From an optimization exercise on the open Yosys and OpenROAD flow, aimed at small area, a short achievable clock period and few clock cycles per item; shortcuts taken in it are not production practice. The RTL was checked by simulation tests, not by an equivalence proof against the original design.

// serial_multiplier
module serial_multiplier (
    input  logic        clk,
    input  logic        rst,
    input  logic        start,
    input  logic [2:0]  funct3,         
    input  logic [31:0] A,
    input  logic [31:0] B,
    output logic [63:0] result_64,      
    output logic [31:0] result,         
    output logic        ready,
    output logic        stall
);
    logic        busy;
    logic [32:0] a;                     
    logic [7:0]  one, two, neg;         
    logic        d16;                   
    logic        hi_sel;                
    logic [33:0] hs, hc;                
    logic [15:0] lo_s, lo_c;            
    logic [0:0]  cnt;
    logic        first;                 
    logic        xg;                    
    logic        kg;                    
    logic        cin;                   
    logic [16:0] l;                     
    wire a_sgn = (funct3 != 3'b011);
    wire b_sgn = funct3[2] | ~funct3[1];
    function automatic logic [23:0] booth(input logic [16:0] t);
        logic [7:0] o, w, n;
        for (int i = 0; i < 8; i++) begin
            o[i] = t[2*i+1] ^ t[2*i];
            w[i] = (t[2*i+2] & ~t[2*i+1] & ~t[2*i]) | (~t[2*i+2] & t[2*i+1] & t[2*i]);
            n[i] = t[2*i+2] & ~(t[2*i+1] & t[2*i]);
        end
        booth = {n, w, o};
    endfunction
    function automatic logic [33:0] pprow(input logic o, input logic w, input logic n,
                                          input logic [32:0] m);
        logic [33:0] p;
        p = (({34{o}} & {m[32], m}) | ({34{w}} & {m, 1'b0})) ^ {34{n}};
  ...
Size in the first run: roughly 1,900 cells after synthesis, ~170 I/O pins, ~20,000 sq um of cells after synthesis.
export LEC_CHECK = 0
export CAP_MARGIN = 20
export CORE_MARGIN = 2
export CORE_UTILIZATION = 50
export CTS_CLUSTER_DIAMETER = 100
export CTS_CLUSTER_SIZE = 30
export SETUP_SLACK_MARGIN = 1.2
export SLEW_MARGIN = 20
export SYNTH_HIERARCHICAL = 1
export SYNTH_MINIMUM_KEEP_SIZE = 0
create_clock -name core_clock -period 5.5 [get_ports {clk}]
standard.sh (not shown) runs the stock make flow with config.mk's settings and CLKGATE_MAP_FILE= SYNTH_SCRIPT=/design/flow/synth_recipe.tcl, a recipe that flattens the netlist after the stock synthesis.
==> flow/flow/run.sh <==
#!/bin/bash
# Own layout flow: the standard flow, with two placement/sizing knobs changed.
# - the port buffers are buf_1 cells (the standard flow's buffer_ports picks a
#   delay buffer, clkdlybuf4s50_1, for every port);
# - the resizer may change a cell to one with another footprint (the platform
#   sets MATCH_CELL_FOOTPRINT=1), so a flip-flop can be upsized.
# Synthesis is the standard synthesis, unchanged.
set -euo pipefail
bash standard.sh synth > flow_synth.log 2>&1
sed -e 's|^make -C |make MATCH_CELL_FOOTPRINT=0 "BUFFER_PORTS_ARGS=-buffer_cell sky130_fd_sc_hd__buf_1" -C |' standard.sh > layout.sh
grep -q 'MATCH_CELL_FOOTPRINT=0' layout.sh
bash layout.sh finish > flow_layout.log 2>&1
The first run completed without violations.
Testbench counts at the start, summed over its fixed seeds: cycles 9,608, items 3,200.
Edit:
CTS_CLUSTER_DIAMETER = default   (was 100)
CTS_CLUSTER_SIZE = default   (was 30)
Effect:
- The new run finished with timing, DRC and antenna clean
- via count is unchanged
- routed wire length does not change
- maximum frequency does not change
- synthesized area does not change
- first-iteration DRC count is unchanged
- count of clock-buffer cells in the layout stays the same
Edit:
CTS_CLUSTER_DIAMETER = 150   (was default)
CTS_CLUSTER_SIZE = 50   (was default)
Result:
- The changed run completed with no timing, DRC or antenna violations
- synthesized area stays the same
- design area is unchanged
- fmax does not change
- synthesized cell count does not change
- non-clock buffer count stays the same
Edit:
==> flow/run.sh (new file) <==
#!/bin/bash
# synth_recipe.tcl (not shown) runs the flow's synth.tcl, then flattens the netlist and writes it again
# the make line also repeats each setting of config.mk as NAME=value (left out here)
make -C /OpenROAD-flow-scripts/flow DESIGN_CONFIG=/design/flow/config.mk WORK_HOME=/design/flow/orfs CLKGATE_MAP_FILE= SYNTH_SCRIPT=/design/flow/synth_recipe.tcl finish
CTS_CLUSTER_DIAMETER = default   (was 150)
CTS_CLUSTER_SIZE = default   (was 50)
removed: flow/flow/run.sh
removed: flow/standard.sh
After rerunning: The changed run completed with no timing, DRC or antenna violations; global-route usage goes up by 1.1 points; worst setup slack loses 0.077 ns; fmax decreases slightly.

afterwards: timing with drivers on the ports:
The flow's constraints put no driver on any port. The routed layouts listed below were extracted and timed again, unchanged, in two steps. Step 1 sets driving cells, clkbuf_16 on the clock port and buf_2 on the other inputs (assumed; they add their load-dependent delay and slew). Step 2, shift: input delay + t, output delay - t, t = (earliest + latest rising clock arrival at the registers) / 2. This alone moves slack from input paths to output paths. a / b / c = ideal ports / drivers / drivers and shift; a / b = the first two.
| run | t (ns) | setup WS [ns] | slew at the worst register clock pin (ns) |
|---|---|---|---|
| the first run | 0.526 | 1.111 / 1.055 / 1.277 | 0.08 / 0.08 |
| the second run | 0.526 | 1.111 / 1.055 / 1.277 | 0.08 / 0.08 |
| the third run | 0.526 | 1.111 / 1.055 / 1.277 | 0.08 / 0.08 |
| the fourth run | 0.524 | 1.034 / 0.972 / 1.301 | 0.08 / 0.08 |
After both steps setup and hold are still met in every run listed.
